What follows belongs to an exercise in optimizing a design on an open flow for small area; a production flow would make more cautious choices. RTL that was checked went through simulation tests only; none was proved equivalent to the original.

==> inputs of onyx <==
==> flow/design.v (excerpt) <==
module uart_eeprom_demo #(
	parameter SYS_CLK_FRE = 50,
	parameter IIC_CLK_FRE = 400000,
	parameter BAUD_RATE	= 115200,
	parameter MAX_BYTE_NUM = 64,
	parameter [6:0] DEV_ADDR= {4'b1010, 3'b000},
	parameter REG_ADDR_SIZE = 2
)(
	input			clk,
	input			rst_n,
	output reg		ee_scl,
	input			ee_sda_i,
	output reg		ee_sda_o,
	output reg		ee_sda_oe,
	output reg	 	uart_txd,
	input wire 		uart_rxd
);
make LEC_CHECK=0 CAP_MARGIN=40 CORE_MARGIN=2 CORE_UTILIZATION=40 CTS_BUF_LIST=sky130_fd_sc_hd__clkbuf_4 CTS_CLUSTER_DIAMETER=50 CTS_CLUSTER_SIZE=10 SLEW_MARGIN=40 finish   # period 20.0 ns
run.sh (not shown) runs the stock make flow with config.mk's settings and CLKGATE_MAP_FILE= SYNTH_SCRIPT=/design/flow/synth_recipe.tcl, a recipe that flattens the netlist after the stock synthesis.
==> zinc: changes against onyx <==
--- a/flow/design.v
+++ b/flow/design.v
@@ -12,16 +12,18 @@
 	output reg		ee_scl,
 	input			ee_sda_i,
 	output reg		ee_sda_o,
 	output reg		ee_sda_oe,
 	output reg	 	uart_txd,
 	input wire 		uart_rxd
 );
 integer j;
+reg [5:0] ph;
+always @(posedge clk) ph <= ph + 6'd1;
 reg        rx_state;
 reg [8:0]  rx_cnt;
 reg [3:0]  rx_bit;
 reg [7:0]  rx_sh;
 reg        rx_vld;
 wire rx_half = (rx_cnt == 9'd216);
 wire rx_full = (rx_cnt == 9'd433);
 wire rx_done = rx_half && (rx_bit == 4'd9);
@@ -45,72 +47,49 @@
 	else rx_bit <= 4'd0;
 end
 always @(posedge clk)
 	if (rx_state && rx_half && rx_bit != 4'd9) rx_sh <= {uart_rxd, rx_sh[7:1]};
 always @(posedge clk) begin
 	if (!rst_n) rx_vld <= 1'b0;
 	else rx_vld <= rx_done;
 end
-reg rclr;
+reg [7:0] S [0:6];
+always @(posedge clk) if (rx_vld) begin
+	S[0] <= rx_sh;
+	for (j = 1; j < 7; j = j + 1) S[j] <= S[j-1];
+end
+reg [6:0] rxc;
 always @(posedge clk) begin
-	if (!rst_n) rclr <= 1'b1;
-	else if (rx_vld) rclr <= 1'b0;
+	if (!rst_n) rxc <= 7'd0;
+	else if (rx_vld && rxc != 7'd70) rxc <= rxc + 7'd1;
 end
 wire s5_ee   = (S[5] == 8'hEE);
 wire s4_c0   = (S[4][7:1] == 7'b1100000);
-reg  [7:0] S [0:6];
-reg  hf6;                                
-always @(posedge clk) if (rx_vld || rclr) begin
-	S[0] <= rx_vld ? rx_sh : 8'h00;
-	for (j = 1; j < 7; j = j + 1) S[j] <= S[j-1];
-	hf6  <= s5_ee && s4_c0 && !S[4][0];
-end
-wire hdr_any = !rclr && s5_ee && s4_c0;
+wire hdr_any = (rxc >= 7'd6) && s5_ee && s4_c0;
 wire hdr_wr  = hdr_any && !S[4][0];
 wire hdr_rd  = hdr_any &&  S[4][0];
-reg [7:0] RR [0:63];
-reg [5:0] q;
-always @(posedge clk) if (!rx_vld) q <= q - 6'd1;
-wire [7:0] rtap = rclr ? 8'h00 : (q == 6'd2) ? S[6] : RR[0];
+reg hf6;
+always @(posedge clk) if (rx_vld) hf6 <= s5_ee && s4_c0 && !S[4][0];
+reg [8:0] RR [0:63];
+reg [5:0] rhead;                         
 always @(posedge clk) begin
 	for (j = 0; j < 63; j = j + 1) RR[j] <= RR[j+1];
-	RR[63] <= rtap;
+	RR[63] <= (ph == rhead + 6'd1) ? {hf6, S[6]} : RR[0];
 end
-reg  tap_ee;
-always @(posedge clk) tap_ee <= (rtap == 8'hEE);
-wire tap_pair = tap_ee && (rtap == 8'hC0);
+always @(posedge clk) if (rx_vld) rhead <= rhead + 6'd1;
 reg [7:0]  wns;
 reg [15:0] waddr;
 always @(posedge clk) if (hdr_wr) begin
 	waddr <= {S[2], S[1]};
 	wns   <= S[0] - 8'd1;
 end
-reg fA;
-always @(posedge clk) if (q == wns[5:0]) fA <= tap_pair;
-wire pA = (wns[5:0] == 6'd0) ? (s5_ee && s4_c0 && !S[4][0]) :
-          (wns[5:0] == 6'd1) ? hf6 : fA;
-wire v1 = (wns[7:6] == 2'd0) && pA;
-wire [7:0] bm1 = rx_sh - 8'd1;
-reg fB;
-always @(posedge clk) if (q == bm1[5:0]) fB <= tap_pair;
-wire pB = (rx_sh == 8'd1) ? (s5_ee && s4_c0 && !S[4][0]) :
-          (rx_sh == 8'd2) ? hf6 : fB;
-wire v2 = (bm1[7:6] == 2'd0) && pB;
-reg v2r, rx_vld_d, ee_wr_req;
-wire relatch = rx_vld_d && hdr_wr;      
-always @(posedge clk) begin
-	rx_vld_d <= rx_vld;
-	if (rx_vld) v2r <= v2;
-end
-always @(posedge clk) begin
-	if (!rst_n) ee_wr_req <= 1'b0;
-	else if (rx_vld) ee_wr_req <= v1;
-	else if (relatch) ee_wr_req <= v2r;
-end
+wire [5:0] fpos = rhead + 6'd1 - wns[5:0] - ph;
+wire ee_wr_req = (wns[7:6] == 2'd0) && ({1'b0, wns[5:0]} + 7'd6 < rxc) &&
+                 ((wns[5:0] == 6'd0) ? hf6 : RR[fpos][8]);
 reg wreq_d0, wreq_d1, wbusy_d0, wbusy_d1;
 wire wr_byte_busy;
 always @(posedge clk) begin
 	wreq_d0  <= ee_wr_req;
 	wreq_d1  <= wreq_d0;
 	wbusy_d0 <= wr_byte_busy;
 	wbusy_d1 <= wbusy_d0;
 end
@@ -129,48 +108,25 @@
 reg  wr_byte_rden;
 reg [7:0] wcnt;
 always @(posedge clk) begin
 	if (!rst_n) wcnt <= 8'd0;
 	else if (wstate == W_IDLE) wcnt <= 8'd0;
 	else if (wr_byte_rden) wcnt <= wcnt + 8'd1;
 end
 wire [7:0] widx = wns - wcnt;
-wire [7:0] rt16 = RR[16];
-wire [7:0] rt32 = RR[32];
-wire [7:0] rt48 = RR[48];
-wire [5:0] p0 = q + 6'd4 - widx[5:0];
-wire x0_at = (p0[3:0] == 4'd0);
-wire x1_at = (p0[3:0] == 4'd15);
-wire [1:0] xsel = p0[5:4] + {1'b0, x1_at};
-reg  [7:0] xtap;
-always @(*) begin
-	case (xsel)
-	2'd0: xtap = rtap;
-	2'd1: xtap = rt16;
-	2'd2: xtap = rt32;
-	default: xtap = rt48;
-	endcase
-end
-wire [5:0] py = q + 6'd5 - bm1[5:0] + wcnt[5:0];
-wire [7:0] ytap = py[5] ? rt32 : rtap;
-reg  [7:0] X0, X1, Y0;
-always @(posedge clk) begin
-	if (rx_vld || wr_byte_rden) X0 <= X1;
-	else if (relatch) X0 <= Y0;
-	else if (x0_at) X0 <= xtap;
-	if (!rx_vld && !relatch && !wr_byte_rden && x1_at) X1 <= xtap;
-	if (py[4:0] == 5'd0) Y0 <= ytap;
-end
+wire [5:0] wpos = rhead + 6'd7 - widx[5:0] - ph;
 reg  [7:0] wdat;
 always @(*) begin
-	if (widx >= 8'd70) wdat = 8'h00;
+	if (widx >= {1'b0, rxc}) wdat = 8'h00;
 	else if (widx < 8'd7) wdat = S[widx[2:0]];
-	else wdat = X0;
+	else wdat = RR[wpos][7:0];
 end
+reg [7:0] wr_byte_data;
+always @(posedge clk) wr_byte_data <= wdat;
 reg [5:0]  rns;
 reg [15:0] raddr;
 always @(posedge clk) if (hdr_rd) begin
 	raddr <= {S[2], S[1]};
 	rns   <= S[0][5:0] - 6'd1;
 end
 reg rreq_d0, rreq_d1, rbusy_d0, rbusy_d1, txr_d0, txr_d1;
 wire rd_byte_busy;
@@ -202,41 +158,41 @@
 wire rd_byte_req = (estate == E_RREQ);
 wire tx_req      = (estate == E_TREQ);
 always @(posedge clk) begin
 	if (!rst_n) tbc <= 8'd0;
 	else if (estate == E_IDLE) tbc <= 8'd0;
 	else if (estate == E_TDONE) tbc <= tbc + 8'd1;
 end
 reg [7:0] TR [0:63];
-reg [5:0] tq;                            
+reg [5:0] thead;                         
 reg       tpend;                         
-reg       tclr;                          
+reg [6:0] tcnt;                          
 reg [7:0] rd_bits;
 reg       rd_vld;
-wire tcommit = tpend && (tq == 6'd63);
+wire tcommit = tpend && (ph == thead + 6'd1);
 always @(posedge clk) begin
 	for (j = 0; j < 63; j = j + 1) TR[j] <= TR[j+1];
-	TR[63] <= tclr ? 8'h00 : tcommit ? rd_bits : TR[0];
+	TR[63] <= tcommit ? rd_bits : TR[0];
 end
 always @(posedge clk) begin
 	if (rd_vld) tpend <= 1'b1;
 	else if (tcommit) tpend <= 1'b0;
-	if (!tcommit) tq <= tq - 6'd1;
+	if (tcommit) thead <= thead + 6'd1;
 end
 always @(posedge clk) begin
-	if (!rst_n) tclr <= 1'b1;
-	else if (rd_vld) tclr <= 1'b0;
+	if (!rst_n) tcnt <= 7'd0;
+	else if (rd_vld && tcnt != 7'd64) tcnt <= tcnt + 7'd1;
 end
 reg       tx_state;
 reg [8:0] tx_cnt;
 reg [3:0] tx_bit;
-reg       tx_nz;                         
-reg [5:0] tx_tgt;                        
-reg       nb;                            
+reg [7:0] tx_d;
+reg       tx_fetch;
+reg [5:0] tx_tgt;
 wire tx_cdone = (tx_cnt == 9'd433);
 assign tx_ready = !tx_state;
 wire tx_load = !tx_state && tx_req;
 wire [7:0] tidx = {2'b00, rns} - tbc;
 always @(posedge clk) begin
 	if (!rst_n) tx_state <= 1'b0;
 	else if (!tx_state) begin
 		if (tx_req) tx_state <= 1'b1;
@@ -252,27 +208,42 @@
 	if (!rst_n) tx_bit <= 4'd0;
 	else if (tx_state) begin
 		if (tx_cdone) tx_bit <= tx_bit + 4'd1;
 	end
 	else tx_bit <= 4'd0;
 end
 always @(posedge clk) begin
 	if (tx_load) begin
-		tx_nz  <= (tidx[7:6] == 2'd0);
-		tx_tgt <= tq - tidx[5:0];
+		tx_d     <= 8'h00;
+		tx_fetch <= (tidx < {1'b0, tcnt});
+		tx_tgt   <= thead - tidx[5:0];
+	end
+	else if (tx_fetch && ph == tx_tgt) begin
+		tx_d     <= TR[0];
+		tx_fetch <= 1'b0;
 	end
-	else tx_tgt <= tx_tgt - 6'd1;
-	if (tx_tgt == 6'd1) nb <= tx_nz & TR[0][tx_bit[2:0]];
 end
 always @(posedge clk) begin
 	if (!rst_n) uart_txd <= 1'b1;
-	else if (!tx_state) uart_txd <= 1'b1;
-	else if (tx_cnt == 9'd0)
-		uart_txd <= (tx_bit == 4'd0) ? 1'b0 : (tx_bit == 4'd9) ? 1'b1 : nb;
+	else if (tx_state) begin
+		case (tx_bit)
+		4'd0: uart_txd <= 1'b0;
+		4'd1: uart_txd <= tx_d[0];
+		4'd2: uart_txd <= tx_d[1];
+		4'd3: uart_txd <= tx_d[2];
+		4'd4: uart_txd <= tx_d[3];
+		4'd5: uart_txd <= tx_d[4];
+		4'd6: uart_txd <= tx_d[5];
+		4'd7: uart_txd <= tx_d[6];
+		4'd8: uart_txd <= tx_d[7];
+		default: uart_txd <= 1'b1;
+		endcase
+	end
+	else uart_txd <= 1'b1;
 end
 reg [6:0] clk_cnt;
 always @(posedge clk) begin
 	if (!rst_n) clk_cnt <= 7'd0;
 	else if (clk_cnt == 7'd124) clk_cnt <= 7'd0;
 	else clk_cnt <= clk_cnt + 7'd1;
 end
 wire iic_clk_start = (clk_cnt == 7'd0);
@@ -319,36 +290,32 @@
 	end
 end
 always @(posedge clk) begin
 	if (c_state == S_IDLE && iic_clk_done) begin
 		if (wr_byte_req) op_reading <= 1'b0;
 		else if (rd_byte_req) op_reading <= 1'b1;
 	end
 end
-reg [3:0] bit_cnt_nx;
-always @(*) begin
-	if (!rst_n) bit_cnt_nx = 4'd0;
-	else if (c_state != n_state) bit_cnt_nx = 4'd0;
-	else if (iic_clk_done) bit_cnt_nx = (bit_cnt == 4'd8) ? 4'd0 : bit_cnt + 4'd1;
-	else bit_cnt_nx = bit_cnt;
-end
-always @(posedge clk) bit_cnt <= bit_cnt_nx;
-reg wbit;
-always @(posedge clk) wbit <= (bit_cnt_nx[3] == 1'b0) && wdat[3'd7 - bit_cnt_nx[2:0]];
+always @(posedge clk) begin
+	if (!rst_n) bit_cnt <= 4'd0;
+	else if (c_state != n_state) bit_cnt <= 4'd0;
+	else if (iic_clk_done) bit_cnt <= (bit_cnt == 4'd8) ? 4'd0 : bit_cnt + 4'd1;
+end
 always @(posedge clk) begin
 	if (!rst_n) byte_cnt <= 8'd0;
 	else if (c_state != n_state) byte_cnt <= 8'd0;
 	else if (iic_byte_done) byte_cnt <= byte_cnt + 8'd1;
 end
 wire [8:0] dev_wr_addr_z = {DEV_ADDR, 1'b0, 1'b0};
 wire [8:0] dev_rd_addr_z = {DEV_ADDR, 1'b1, 1'b0};
 wire [7:0] reg_addr_byte = op_reading ? (byte_cnt[0] ? raddr[15:8] : raddr[7:0])
                                       : (byte_cnt[0] ? waddr[15:8] : waddr[7:0]);
 wire [8:0] reg_addr_z = {reg_addr_byte, 1'b0};
+wire [8:0] wr_byte_z  = {wr_byte_data, 1'b0};
 wire [3:0] sel = 4'd8 - bit_cnt;
 always @(posedge clk) begin
 	if (!rst_n) ee_scl <= 1'b1;
 	else case (c_state)
 	S_IDLE:  ee_scl <= 1'b1;
 	S_START: if (iic_clk_start) ee_scl <= 1'b1; else if (iic_clk_4_3) ee_scl <= 1'b0;
 	S_STOP:  if (iic_clk_start) ee_scl <= 1'b0; else if (iic_clk_4_1) ee_scl <= 1'b1;
 	default: ee_scl <= iic_clk;
@@ -356,17 +323,17 @@
 end
 always @(posedge clk) begin
 	if (!rst_n) ee_sda_o <= 1'b1;
 	else case (c_state)
 	S_IDLE:       ee_sda_o <= 1'b1;
 	S_START:      if (iic_clk_start) ee_sda_o <= 1'b1; else if (iic_clk_4_1) ee_sda_o <= 1'b0;
 	S_DEV_WADDR:  ee_sda_o <= dev_wr_addr_z[sel];
 	S_REG_ADDR:   ee_sda_o <= reg_addr_z[sel];
-	S_WRITE_BYTE: ee_sda_o <= wbit;
+	S_WRITE_BYTE: ee_sda_o <= wr_byte_z[sel];
 	S_RESTART:    if (iic_clk_start) ee_sda_o <= 1'b1; else if (iic_clk_mid) ee_sda_o <= 1'b0;
 	S_DEV_RADDR:  ee_sda_o <= dev_rd_addr_z[sel];
 	S_READ_BYTE:  ee_sda_o <= (bit_cnt == 4'd8) && (byte_cnt == {2'b00, rns});
 	S_STOP:       if (iic_clk_start) ee_sda_o <= 1'b0; else if (iic_clk_4_3) ee_sda_o <= 1'b1;
 	default:      ee_sda_o <= 1'b1;
 	endcase
 end
 always @(*) begin
Settings changed: CTS_BUF_LIST sky130_fd_sc_hd__clkbuf_4 to default, CTS_CLUSTER_DIAMETER 50 to default, CTS_CLUSTER_SIZE 10 to default.
==> willow: changes against onyx <==
--- a/flow/design.v
+++ b/flow/design.v
@@ -17,29 +17,30 @@
 	input wire 		uart_rxd
 );
 integer j;
 reg        rx_state;
 reg [8:0]  rx_cnt;
 reg [3:0]  rx_bit;
 reg [7:0]  rx_sh;
 reg        rx_vld;
-wire rx_half = (rx_cnt == 9'd216);
-wire rx_full = (rx_cnt == 9'd433);
+wire [8:0] rx_cnt_inc = {rx_cnt[7:0], ~(rx_cnt[8] ^ rx_cnt[4])};
+wire rx_half = (rx_cnt == 9'h026);       
+wire rx_full = (rx_cnt == 9'h0b6);       
 wire rx_done = rx_half && (rx_bit == 4'd9);
 always @(posedge clk) begin
 	if (!rst_n) rx_state <= 1'b0;
 	else if (!rx_state) begin
 		if (!uart_rxd) rx_state <= 1'b1;
 	end
 	else if (rx_done) rx_state <= 1'b0;
 end
 always @(posedge clk) begin
 	if (!rst_n) rx_cnt <= 9'd0;
-	else if (rx_state) rx_cnt <= rx_full ? 9'd0 : rx_cnt + 9'd1;
+	else if (rx_state) rx_cnt <= rx_full ? 9'd0 : rx_cnt_inc;
 	else rx_cnt <= 9'd0;
 end
 always @(posedge clk) begin
 	if (!rst_n) rx_bit <= 4'd0;
 	else if (rx_state) begin
 		if (rx_half) rx_bit <= rx_bit + 4'd1;
 	end
 	else rx_bit <= 4'd0;
@@ -227,30 +228,31 @@
 	else if (rd_vld) tclr <= 1'b0;
 end
 reg       tx_state;
 reg [8:0] tx_cnt;
 reg [3:0] tx_bit;
 reg       tx_nz;                         
 reg [5:0] tx_tgt;                        
 reg       nb;                            
-wire tx_cdone = (tx_cnt == 9'd433);
+wire tx_cdone = (tx_cnt == 9'h0b6);      
+wire [8:0] tx_cnt_inc = {tx_cnt[7:0], ~(tx_cnt[8] ^ tx_cnt[4])};
 assign tx_ready = !tx_state;
 wire tx_load = !tx_state && tx_req;
 wire [7:0] tidx = {2'b00, rns} - tbc;
 always @(posedge clk) begin
 	if (!rst_n) tx_state <= 1'b0;
 	else if (!tx_state) begin
 		if (tx_req) tx_state <= 1'b1;
 	end
 	else if (tx_cdone && tx_bit == 4'd9) tx_state <= 1'b0;
 end
 always @(posedge clk) begin
 	if (!rst_n) tx_cnt <= 9'd0;
-	else if (tx_state) tx_cnt <= tx_cdone ? 9'd0 : tx_cnt + 9'd1;
+	else if (tx_state) tx_cnt <= tx_cdone ? 9'd0 : tx_cnt_inc;
 	else tx_cnt <= 9'd0;
 end
 always @(posedge clk) begin
 	if (!rst_n) tx_bit <= 4'd0;
 	else if (tx_state) begin
 		if (tx_cdone) tx_bit <= tx_bit + 4'd1;
 	end
 	else tx_bit <= 4'd0;
@@ -267,24 +269,24 @@
 	if (!rst_n) uart_txd <= 1'b1;
 	else if (!tx_state) uart_txd <= 1'b1;
 	else if (tx_cnt == 9'd0)
 		uart_txd <= (tx_bit == 4'd0) ? 1'b0 : (tx_bit == 4'd9) ? 1'b1 : nb;
 end
 reg [6:0] clk_cnt;
 always @(posedge clk) begin
 	if (!rst_n) clk_cnt <= 7'd0;
-	else if (clk_cnt == 7'd124) clk_cnt <= 7'd0;
-	else clk_cnt <= clk_cnt + 7'd1;
+	else if (clk_cnt == 7'h50) clk_cnt <= 7'd0;
+	else clk_cnt <= {clk_cnt[5:0], ~(clk_cnt[6] ^ clk_cnt[5])};
 end
-wire iic_clk_start = (clk_cnt == 7'd0);
-wire iic_clk_mid   = (clk_cnt == 7'd61);
-wire iic_clk_done  = (clk_cnt == 7'd124);
-wire iic_clk_4_1   = (clk_cnt == 7'd30);
-wire iic_clk_4_3   = (clk_cnt == 7'd92);
+wire iic_clk_start = (clk_cnt == 7'h00);    
+wire iic_clk_mid   = (clk_cnt == 7'h5e);    
+wire iic_clk_done  = (clk_cnt == 7'h50);    
+wire iic_clk_4_1   = (clk_cnt == 7'h43);    
+wire iic_clk_4_3   = (clk_cnt == 7'h13);    
 reg iic_clk;
 always @(posedge clk) begin
 	if (!rst_n) iic_clk <= 1'b0;
 	else if (iic_clk_4_1) iic_clk <= 1'b1;
 	else if (iic_clk_4_3) iic_clk <= 1'b0;
 end
 reg [3:0] bit_cnt;
 reg [7:0] byte_cnt;
==> flow/flow/run.sh (new file) <==
#!/bin/bash
# Layout = the standard flow (standard.sh) with two changes:
#  1. synthesis maps the logic with an area-oriented ABC script
#     (flow/abc_area_map.script) in place of ORFS's abc_speed.script; the
#     rest of the synthesis (synth_recipe.tcl, registers, flatten, renames)
#     is unchanged;
#  2. clock tree synthesis uses small clock buffers, fixed sink clusters and
#     no dummy loads.
set -euo pipefail
here=$(pwd)
rm -rf "$here/scripts_area"
cp -r "$FLOW_HOME/scripts" "$here/scripts_area"
cp "$here/flow/abc_area_map.script" "$here/scripts_area/abc_speed.script"
sed "s|^make -C|make SCRIPTS_DIR=$here/scripts_area -C|" standard.sh > standard_area_synth.sh
bash standard_area_synth.sh synth > synth_flow.log 2>&1
export CTS_ARGS="-sink_clustering_enable -repair_clock_nets -buf_list sky130_fd_sc_hd__clkbuf_4 -root_buf sky130_fd_sc_hd__clkbuf_4 -sink_clustering_buffer sky130_fd_sc_hd__clkbuf_8 -sink_clustering_size 18 -sink_clustering_max_diameter 55 -dont_use_dummy_load"
bash standard.sh > standard_flow.log 2>&1
==> flow/flow/abc_area_map.script (new file) <==
strash
ifraig
dc2
dch -f
amap
strash
dc2
dch -f
amap
==> flow/standard.sh (new file) <==
#!/bin/bash
# synth_recipe.tcl (not shown) runs the flow's synth.tcl, then flattens the netlist and writes it again
# the make line also repeats each setting of config.mk as NAME=value (left out here)
make -C /OpenROAD-flow-scripts/flow DESIGN_CONFIG=/design/flow/config.mk WORK_HOME=/design/flow/orfs CLKGATE_MAP_FILE= SYNTH_SCRIPT=/design/flow/synth_recipe.tcl "${@:-finish}"
Settings changed: CAP_MARGIN 40 to 10, CORE_UTILIZATION 40 to 72, CTS_BUF_LIST sky130_fd_sc_hd__clkbuf_4 to default, CTS_CLUSTER_DIAMETER 50 to default, CTS_CLUSTER_SIZE 10 to default, SLEW_MARGIN 40 to 10.
removed: flow/run.sh
==> indigo: changes against onyx <==
--- a/flow/design.v
+++ b/flow/design.v
@@ -161,16 +161,18 @@
 	if (py[4:0] == 5'd0) Y0 <= ytap;
 end
 reg  [7:0] wdat;
 always @(*) begin
 	if (widx >= 8'd70) wdat = 8'h00;
 	else if (widx < 8'd7) wdat = S[widx[2:0]];
 	else wdat = X0;
 end
+reg [7:0] wr_byte_data;
+always @(posedge clk) wr_byte_data <= wdat;
 reg [5:0]  rns;
 reg [15:0] raddr;
 always @(posedge clk) if (hdr_rd) begin
 	raddr <= {S[2], S[1]};
 	rns   <= S[0][5:0] - 6'd1;
 end
 reg rreq_d0, rreq_d1, rbusy_d0, rbusy_d1, txr_d0, txr_d1;
 wire rd_byte_busy;
@@ -319,36 +321,32 @@
 	end
 end
 always @(posedge clk) begin
 	if (c_state == S_IDLE && iic_clk_done) begin
 		if (wr_byte_req) op_reading <= 1'b0;
 		else if (rd_byte_req) op_reading <= 1'b1;
 	end
 end
-reg [3:0] bit_cnt_nx;
-always @(*) begin
-	if (!rst_n) bit_cnt_nx = 4'd0;
-	else if (c_state != n_state) bit_cnt_nx = 4'd0;
-	else if (iic_clk_done) bit_cnt_nx = (bit_cnt == 4'd8) ? 4'd0 : bit_cnt + 4'd1;
-	else bit_cnt_nx = bit_cnt;
-end
-always @(posedge clk) bit_cnt <= bit_cnt_nx;
-reg wbit;
-always @(posedge clk) wbit <= (bit_cnt_nx[3] == 1'b0) && wdat[3'd7 - bit_cnt_nx[2:0]];
+always @(posedge clk) begin
+	if (!rst_n) bit_cnt <= 4'd0;
+	else if (c_state != n_state) bit_cnt <= 4'd0;
+	else if (iic_clk_done) bit_cnt <= (bit_cnt == 4'd8) ? 4'd0 : bit_cnt + 4'd1;
+end
 always @(posedge clk) begin
 	if (!rst_n) byte_cnt <= 8'd0;
 	else if (c_state != n_state) byte_cnt <= 8'd0;
 	else if (iic_byte_done) byte_cnt <= byte_cnt + 8'd1;
 end
 wire [8:0] dev_wr_addr_z = {DEV_ADDR, 1'b0, 1'b0};
 wire [8:0] dev_rd_addr_z = {DEV_ADDR, 1'b1, 1'b0};
 wire [7:0] reg_addr_byte = op_reading ? (byte_cnt[0] ? raddr[15:8] : raddr[7:0])
                                       : (byte_cnt[0] ? waddr[15:8] : waddr[7:0]);
 wire [8:0] reg_addr_z = {reg_addr_byte, 1'b0};
+wire [8:0] wr_byte_z  = {wr_byte_data, 1'b0};
 wire [3:0] sel = 4'd8 - bit_cnt;
 always @(posedge clk) begin
 	if (!rst_n) ee_scl <= 1'b1;
 	else case (c_state)
 	S_IDLE:  ee_scl <= 1'b1;
 	S_START: if (iic_clk_start) ee_scl <= 1'b1; else if (iic_clk_4_3) ee_scl <= 1'b0;
 	S_STOP:  if (iic_clk_start) ee_scl <= 1'b0; else if (iic_clk_4_1) ee_scl <= 1'b1;
 	default: ee_scl <= iic_clk;
@@ -356,17 +354,17 @@
 end
 always @(posedge clk) begin
 	if (!rst_n) ee_sda_o <= 1'b1;
 	else case (c_state)
 	S_IDLE:       ee_sda_o <= 1'b1;
 	S_START:      if (iic_clk_start) ee_sda_o <= 1'b1; else if (iic_clk_4_1) ee_sda_o <= 1'b0;
 	S_DEV_WADDR:  ee_sda_o <= dev_wr_addr_z[sel];
 	S_REG_ADDR:   ee_sda_o <= reg_addr_z[sel];
-	S_WRITE_BYTE: ee_sda_o <= wbit;
+	S_WRITE_BYTE: ee_sda_o <= wr_byte_z[sel];
 	S_RESTART:    if (iic_clk_start) ee_sda_o <= 1'b1; else if (iic_clk_mid) ee_sda_o <= 1'b0;
 	S_DEV_RADDR:  ee_sda_o <= dev_rd_addr_z[sel];
 	S_READ_BYTE:  ee_sda_o <= (bit_cnt == 4'd8) && (byte_cnt == {2'b00, rns});
 	S_STOP:       if (iic_clk_start) ee_sda_o <= 1'b0; else if (iic_clk_4_3) ee_sda_o <= 1'b1;
 	default:      ee_sda_o <= 1'b1;
 	endcase
 end
 always @(*) begin
==> flow/flow/run.sh (new file) <==
#!/bin/bash
# Standard layout, with clock tree synthesis using small clock buffers,
# larger sink clusters and no dummy loads.
set -euo pipefail
export CTS_ARGS="-sink_clustering_enable -repair_clock_nets -buf_list sky130_fd_sc_hd__clkbuf_8 -sink_clustering_size 16 -sink_clustering_max_diameter 80 -dont_use_dummy_load"
bash standard.sh > standard_flow.log 2>&1
==> flow/standard.sh (new file) <==
#!/bin/bash
# synth_recipe.tcl (not shown) runs the flow's synth.tcl, then flattens the netlist and writes it again
# the make line also repeats each setting of config.mk as NAME=value (left out here)
make -C /OpenROAD-flow-scripts/flow DESIGN_CONFIG=/design/flow/config.mk WORK_HOME=/design/flow/orfs CLKGATE_MAP_FILE= SYNTH_SCRIPT=/design/flow/synth_recipe.tcl "${@:-finish}"
Settings changed: CTS_BUF_LIST sky130_fd_sc_hd__clkbuf_4 to default, CTS_CLUSTER_DIAMETER 50 to default, CTS_CLUSTER_SIZE 10 to default.
removed: flow/run.sh
==> run notes <==
status timing/DRC/antenna clean; Sw Ratio a little over a fifth; count of non-CTS buffers in the layout 13; area grow syn2layout 7.52%; initial antenna violation count 3; first-pass GRT wire length 85300 µm; multi-input logic area 0.00634 mm²; Mapped Cells 2302
[end of results for indigo]
==> run notes <==
delay of the slowest critical-path stage 0.57 ns; area grow syn2layout 6.02%; reg-to-reg startpoint wns[0]; Signal buf overhead less than 1%; Mapped Cells 2243; R2R setup slack 13.52 ns; Hold Violations, Final 0; multi-input combinational area share 13.9%; Sw Ratio 23.0%; initial antenna violation count 2; status timing/DRC/antenna clean; met2 wire length approximately 29000 µm; multi-input logic area 0.00488 mm²
[end of results for willow]
==> run notes <==
status timing/DRC/antenna clean; Sw Ratio 22.0%; first-pass GRT wire length 85800 µm; multi-input logic area around 0.0065 mm²; initial antenna violation count 5; Mapped Cells roughly 2300
[end of results for onyx]
==> run notes <==
multi-input combinational area share 23.6%; initial antenna violation count 0; Mapped Cells 3083; worst setup path end ee_sda_oe; count of non-CTS buffers in the layout 45; Sw Ratio 20.2%; register bit total from synthesis 1353; status timing/DRC/antenna clean; first-pass GRT wire length 134000 µm; postcts setup bufs 0; global route hottest layer met2; synthesized area around 0.040 mm²; Synth cell types 84
[end of results for zinc]
Function not checked in indigo: the RTL went through the layout flow alone.

==> what the ideal ports hide <==
The flow's constraints put no driver on any port. The routed layouts listed below were extracted and timed again, unchanged, in two steps.
Step 1 sets driving cells, clkbuf_16 on the clock port and buf_2 on the other inputs (assumed; they add their load-dependent delay and slew).
Step 2, shift: input delay + t, output delay - t, t = (earliest + latest rising clock arrival at the registers) / 2. This alone moves slack from input paths to output paths.
Three values: ideal ports, drivers, drivers and shift; two values: the first two.
run | shift t [ns] | setup WS [ns] | latest minus earliest clock arrival (ns) | worst data-port slew with drivers (ns)
onyx | 1.038 | 13.040 / 12.984 / 13.240 | 0.077 / 0.077 | 0.07
zinc | 0.790 | 12.926 / 12.859 / 13.003 | 0.024 / 0.023 | 0.05
willow | 0.903 | 13.150 / 13.100 / 12.320 | 0.111 / 0.111 | 0.03
indigo | 0.738 | 13.267 / 13.214 / 13.689 | 0.054 / 0.054 | 0.07
After both steps setup and hold are still met in every run listed. The setup slack of willow, which loses most, moves by -0.050 ns with the drivers and by -0.830 ns with both steps.
